What follows belongs to an exercise in optimizing a design on an open flow for small area; a production flow would make more cautious choices. Function was checked by simulation only, so behaviour that the tests miss may differ from the original. Power figures rest on the tool's default switching activity, not on a simulated workload.

==> flow/design.v <==
module ALU(input [7:0] a, b, input [3:0] oper, input clk,
           output reg [7:0] msb, lsb);
    wire [7:0] pp [0:7];
    wire [7:0] s  [0:7];    
    wire [6:0] c  [0:7];    
    wire [15:0] prod;
    genvar i, j, k;
    generate
        for (i = 0; i < 8; i = i + 1) begin : ppg
            assign pp[i] = a & {8{b[i]}};
        end
        assign s[0] = pp[0];
        assign c[0] = 7'h00;
        for (i = 1; i < 8; i = i + 1) begin : mrow
            for (j = 0; j < 7; j = j + 1) begin : mcl
                wire x = pp[i][j];
                wire y = s[i-1][j+1];
                wire z = c[i-1][j];
                assign s[i][j] = x ^ y ^ z;
                assign c[i][j] = (x & y) | (x & z) | (y & z);
            end
            assign s[i][7] = pp[i][7];
        end
        for (i = 0; i < 8; i = i + 1) begin : plo
            assign prod[i] = s[i][0];
        end
    endgenerate
    wire [7:0] fc;
    assign fc[0] = 1'b0;
    generate
        for (j = 0; j < 7; j = j + 1) begin : fadd
            wire x = s[7][j+1];
            wire y = c[7][j];
            assign prod[8+j] = x ^ y ^ fc[j];
            assign fc[j+1] = (x & y) | (x & fc[j]) | (y & fc[j]);
        end
    endgenerate
    assign prod[15] = fc[7];
    wire isdiv = (oper == 4'h3) | (oper == 4'h4);
    wire add   = (oper == 4'h0);
    wire gt    = (oper == 4'hE);
    wire [7:0] q;
    wire co;
    generate
        for (k = 7; k >= 0; k = k - 1) begin : row
            localparam integer W = 8 - k;
            wire [W-1:0] x;
            wire [W-1:0] bb;
            wire [W:0]   cc;
            wire [W-1:0] r;
            wire         qq;
            if (k == 7) begin : first
                assign x = a[7];
            end else begin : next
                assign x = {row[k+1].r, a[k]};
            end
            if (k == 0) begin : r0
                assign bb = b ^ {8{add}};
                assign cc[0] = ~(add | gt);
                assign qq = ~isdiv | cc[W];
                assign co = cc[W];
            end else begin : rk
                assign bb = b[W-1:0];
                assign cc[0] = 1'b1;
                assign qq = isdiv & ~|b[7:W] & cc[W];
            end
            for (j = 0; j < W; j = j + 1) begin : bt
                assign cc[j+1] = (x[j] & ~bb[j]) | (x[j] & cc[j]) | (~bb[j] & cc[j]);
                assign r[j] = x[j] ^ (qq & (~bb[j] ^ cc[j]));
            end
            assign q[k] = (k == 0) ? cc[W] : qq;
        end
    endgenerate
    wire [7:0] rem = row[0].r;
    always @(posedge clk) begin
        case (oper)
            4'h0: {msb, lsb} <= {7'h00, co, rem};
            4'h1: {msb, lsb} <= {{8{~co}}, rem};
            4'h2: {msb, lsb} <= prod;
            4'h3: {msb, lsb} <= {8'h00, q};
            4'h4: {msb, lsb} <= {8'h00, rem};
            4'h5: {msb, lsb} <= {8'h00, a & b};
            4'h6: {msb, lsb} <= {8'hFF, ~(a & b)};
            4'h7: {msb, lsb} <= {8'h00, a | b};
            4'h8: {msb, lsb} <= {8'hFF, ~(a | b)};
            4'h9: {msb, lsb} <= {8'h00, a ^ b};
            4'hA: {msb, lsb} <= {8'hFF, a ~^ b};
            4'hB: {msb, lsb} <= {8'hFF, ~a};
            4'hC: {msb, lsb} <= {7'h00, a, 1'b0};
            4'hD: {msb, lsb} <= {9'h000, a[7:1]};
            4'hE: {msb, lsb} <= {15'h0000, co};
            default: {msb, lsb} <= {15'h0000, ~co};
        endcase
    end
endmodule
==> flow/flow/run.sh <==
#!/bin/bash
# Own flow: the standard synthesis (kept for reference), then the
# hand-built netlist in flow/net.v (same registers, same names) in its place,
# then the standard layout from floorplan to finish. Port buffers are
# buf_1 cells.
set -euo pipefail
R=orfs/results/$FLOW_PLATFORM/ALU/base
bash standard.sh synth > std_synth.log 2>&1
cp $R/1_2_yosys.v std_1_2_yosys.v
cp flow/net.v $R/1_2_yosys.v
touch $R/1_2_yosys.v
bash standard.sh "BUFFER_PORTS_ARGS=-buffer_cell sky130_fd_sc_hd__buf_2" finish > layout.log 2>&1
==> flow/standard.sh <==
#!/bin/bash
# synth_recipe.tcl (not shown) runs the flow's synth.tcl, then flattens the netlist and writes it again
# the make line also repeats each setting of config.mk as NAME=value (left out here)
make -C /OpenROAD-flow-scripts/flow DESIGN_CONFIG=/design/flow/config.mk WORK_HOME=/design/flow/orfs CLKGATE_MAP_FILE= SYNTH_SCRIPT=/design/flow/synth_recipe.tcl "${@:-finish}"
==> flow/config.mk <==
export PLATFORM = sky130hd
export DESIGN_NAME = ALU
export DESIGN_NICKNAME = ALU
export VERILOG_FILES = /design/flow/design.v
export SDC_FILE = /design/flow/constraint.sdc
export NUM_CORES = 4
export LEC_CHECK = 0
export CAP_MARGIN = 0
export CORE_MARGIN = 2
export CORE_UTILIZATION = 40
export SETUP_SLACK_MARGIN = -0.5
export SLEW_MARGIN = 0
==> flow/constraint.sdc <==
create_clock -name core_clock -period 12.5 [get_ports {clk}]
set_input_delay 2.5000 -clock core_clock [delete_from_list [all_inputs] [get_ports {clk}]]
set_output_delay 2.5000 -clock core_clock [all_outputs]
set_load 0.01 [all_outputs]
Not shown: flow/flow/net.v
==> metrics.md, run 1 <==
| Metric | Value |
|---|---|
| Status | `timing/DRC/antenna clean` |
| Cell repeated most along the worst path | `o21ai_1` |
| Final Hold Viols | `0` |
| Met2 Track Usage GR | `31.7%` |
| Placed Area | `4000 sq um` |
| Share of layout cells above drive strength 1 | `11.4%` |
| M1 GR Usage | `27.2%` |
| WS Path Type | `in -> reg` |
| Combinational Power Share | `73.4%` |
| Die area | `9860 sq um` |
| Worst relative slew slack | `28.4%` |
| Most common cell after layout, fill and taps aside | `nand2_1` |
| Routed via count | `3313` |
| Seq area share | `7.80%` |
| CTS clk-pin slew, worst paths | `0.05 ns` |
| Met3 GRT Util | `0.843%` |
| Num sequential | `16` |
| Total setup buffers inserted after CTS | `0` |
| Starting Density | `41.4%` |
| Rows | `34` |
| Max-slew violations | `0` |
| Post-CTS Resized | `0` |
| Initial drt markers | `198` |
| Worst slew pin tran | `1.06 ns` |
| Pwr Density | `89.9 nW/um^2` |
| Worst setup startpoint | `oper[2]` |
| Clock power share | `9.7%` |
| Initial antenna violation count | `0` |
| Critical path destination | `lsb[7]` |
| Worst EP arrival | `11.89 ns` |
| Most frequent cells in the layout | `126 x nand2_1, 68 x nor2_1, 48 x fa_1, 37 x xor2_1, 36 x buf_2` |
| Largest net degree at the start of global routing | `26` |
| Syn Area/Cell | `7.56 sq um` |
| DRT met1 WL | `4290 microns` |
| Top power group | `combinational logic` |
==> run 2: changes to the inputs <==
--- a/flow/config.mk
+++ b/flow/config.mk
@@ -10,3 +10,4 @@
 export CORE_UTILIZATION = 40
-export SETUP_SLACK_MARGIN = -0.5
+export GPL_TIMING_DRIVEN = 0
+export SETUP_SLACK_MARGIN = -1.0
 export SLEW_MARGIN = 0
==> metrics.md, run 2 <==
| Metric | Value |
|---|---|
| Clock buffer depth | `2 (unchanged)` |
| Die Wd | `99.3 microns (unchanged)` |
| Final Hold Viols | `0 (unchanged)` |
| Nets | `592 (was 598)` |
| Drt first pass iters | `4 (was 5)` |
| Routed WL | `8740 microns (was 9080 microns)` |
| Most common cell after layout, fill and taps aside | `nand2_1 (unchanged)` |
| Gr ovfl total | `0 (unchanged)` |
| Max Freq | `0.0824 GHz (was 0.0849 GHz)` |
| Worst relative slew slack | `22.9% (was 28.4%)` |
| Critical-path top delay cell | `nor4_4 (unchanged)` |
| Pwr Density | `91.2 nW/um^2 (was 89.9 nW/um^2)` |
| Max-slew violations | `0 (unchanged)` |
| Setup violators final | `0 (unchanged)` |
| Dpl ws | `-0.319 ns (was -0.369 ns)` |
| N_diodes | `0 (unchanged)` |
| Total track usage | `18.6% (was 19.2%)` |
| Cell repeated most along the worst path | `o21ai_1 (unchanged)` |
| Syn Area/Cell | `7.56 sq um (unchanged)` |
| Initial drt markers | `162 (was 198)` |
| Leakage | `1.49 nW (was 1.53 nW)` |
| Crit-path max cell delay | `0.32 ns (was 0.36 ns)` |
| Die Ht | `99.3 microns (unchanged)` |
| Placed cells | `624 (was 631)` |
| CTS HTree Levels | `1 (unchanged)` |
| Worst EP arrival | `12.26 ns (was 11.89 ns)` |
| Fin util | `46.2% (was 46.9%)` |
| Startpoint types | `primary input (unchanged)` |
| Routed via count | `3245 (was 3313)` |
| CTS Hold Bufs | `0 (unchanged)` |
| Num CTS Buffers | `3 (unchanged)` |
| Crit. End Element | `flop (unchanged)` |
| First-pass GRT wire length | `15100 microns (was 15400 microns)` |
| Worst slew pin tran | `1.15 ns (was 1.06 ns)` |
| Starting Density | `41.4% (unchanged)` |
| Antenna viol nets, final | `0 (unchanged)` |
| Vias in the first global route | `3071 (was 3154)` |
| Pwr Total | `0.369 mW (about the same)` |
| Synth warn | `1 (unchanged)` |
| TritonCTS clock tree | `built (unchanged)` |
| Synth-to-Final Area Change | `11.4% (was 13.1%)` |
| Crit share post-route | `97.1% (was 94.2%)` |
| Core Footprint | `8760 sq um (unchanged)` |
| Crit-path max FO | `9 (was 8)` |
| Most frequent cells in the layout | `126 x nand2_1, 68 x nor2_1, 48 x fa_1, 37 x xor2_1, 37 x buf_2 (was 126 x nand2_1, 68 x nor2_1, 48 x fa_1, 37 x xor2_1, 36 x buf_2)` |
| Worst setup margin | `0.359 ns (was 0.722 ns)` |
| WS Path Type | `in -> reg (unchanged)` |
| Drt wl/cell | `13.9 microns (was 14.3 microns)` |
| Residual DRC | `0 (unchanged)` |
| Max VDD drop | `37.1 uV (was 46.5 uV)` |
| Via density | `5.16 (was 5.22)` |
| Share of layout cells above drive strength 1 | `9.79% (was 11.4%)` |
| Max Cap Violations | `0 (unchanged)` |
| Net Count, Synth | `549 (unchanged)` |
| GPL Wtd Cong | `0.765 (was 0.847)` |
| DP HPWL | `7000 microns (was 7240 microns)` |
| CTS clk-pin slew, worst paths | `0.05 ns (about the same)` |
| Worst hold-check path type | `in -> reg (unchanged)` |
| Initial antenna violation count | `0 (unchanged)` |
| Largest net degree at the start of global routing | `26 (unchanged)` |
| Status | `timing/DRC/antenna clean (unchanged)` |
| Post-Syn Area | `3630 sq um (unchanged)` |
| Critical Path RT | `12.62 ns (was 12.61 ns)` |
| Final min period | `12.14 ns (was 11.78 ns)` |
| Rows | `34 (unchanged)` |
| I/O pins | `37 (unchanged)` |
| Clk root buf | `clkbuf_8 (unchanged)` |
| Cells after Synth | `480 (unchanged)` |
| # port buffers | `36 (unchanged)` |
| Num Clock Sinks | `16 (unchanged)` |
| Finished Layout Cells | `629 (was 635)` |
| Die area | `9860 sq um (unchanged)` |
run 2: area by class of cell:
cell class	instances	area [sq um]
Fill cell	912	4720
Multi-Input combinational cell	429	3220
Sequential cell	16	320
Timing Repair Buffer	38	195
Tap cell	108	135
Inverter	34	128
Clock buffer	3	41.3
Buffer	1	5.00
run 2: per-layer routing:
metal	routed length [microns]	track usage, %
met1	4170	26.8
met2	4160	31.6
met3	351	0.562
met4	61	3.79
met5	0	0
run 2: worst paths after layout:
path,start,endpoint,slack (ns),depth (start not counted)
worst min-delay path,oper[3],msb[0],2.72,4
worst max-delay path,oper[2],lsb[0],0.36,58
run 2: report_power, final:
part	internal (mW)	total, mW	switching (mW)
sequential	0.0609	0.0626	0.00166
clock	0.0212	0.0351	0.0139
combinational	0.121	0.271	0.150
total	0.204	0.369	0.165
run 2: critical path, delay by kind of cell:
kind / cells / cell delay, ns
AO/OA/AOI/OAI: 31 / 5.43
AND/OR/NAND/NOR: 20 / 2.61
XOR/XNOR: 4 / 1.07
buffers and inverters: 2 / 0.44
multiplexers: 1 / 0.20
run 2: repair_timing:
item	4_1_cts	5_1_grt
buffers inserted	0	2
hold endpoints to repair	0	0
gates resized for setup	0	6
setup endpoints to repair	0	16
run 2: through the flow:
stage          area, sq um  hold WS, ns  TNS (ns)
2_1_floorplan         3630         2.63         0
3_3_place_gp          3950         2.90    -0.273
4_1_cts               3990         2.69    -0.315
6_report              4050         2.72         0
3_5_place_dp          3950         2.89     -2.33
5_1_grt               4050         2.77    -13.95

## separate check: timing with driven ports
In the flow no input, the clock included, has a driving cell. The finished layouts below were timed again as built, in two steps. Step 1 assumes that a clkbuf_16 drives the clock port and a buf_2 every other input. Step 2 times the ports against the registers' clock, not the clock port: input delays grow and output delays shrink by t, the midpoint of the rising clock arrivals with the driver on. Slacks: ideal / step 1 / step 2; pairs: ideal / step 1.
| run | t, ns | setup slack, ns | worst setup path at the end | latest minus earliest clock arrival (ns) |
|---|---|---|---|---|
| run 1 | 0.260 | 0.722 / 0.725 / 0.465 | input to register | 0.001 / 0.001 |
| run 2 | 0.258 | 0.359 / 0.361 / 0.103 | input to register | 0.003 / 0.004 |
After both steps every run listed still meets setup and hold. The setup slack of run 1, which loses most, moves by +0.003 ns with the drivers and by -0.257 ns with both steps.
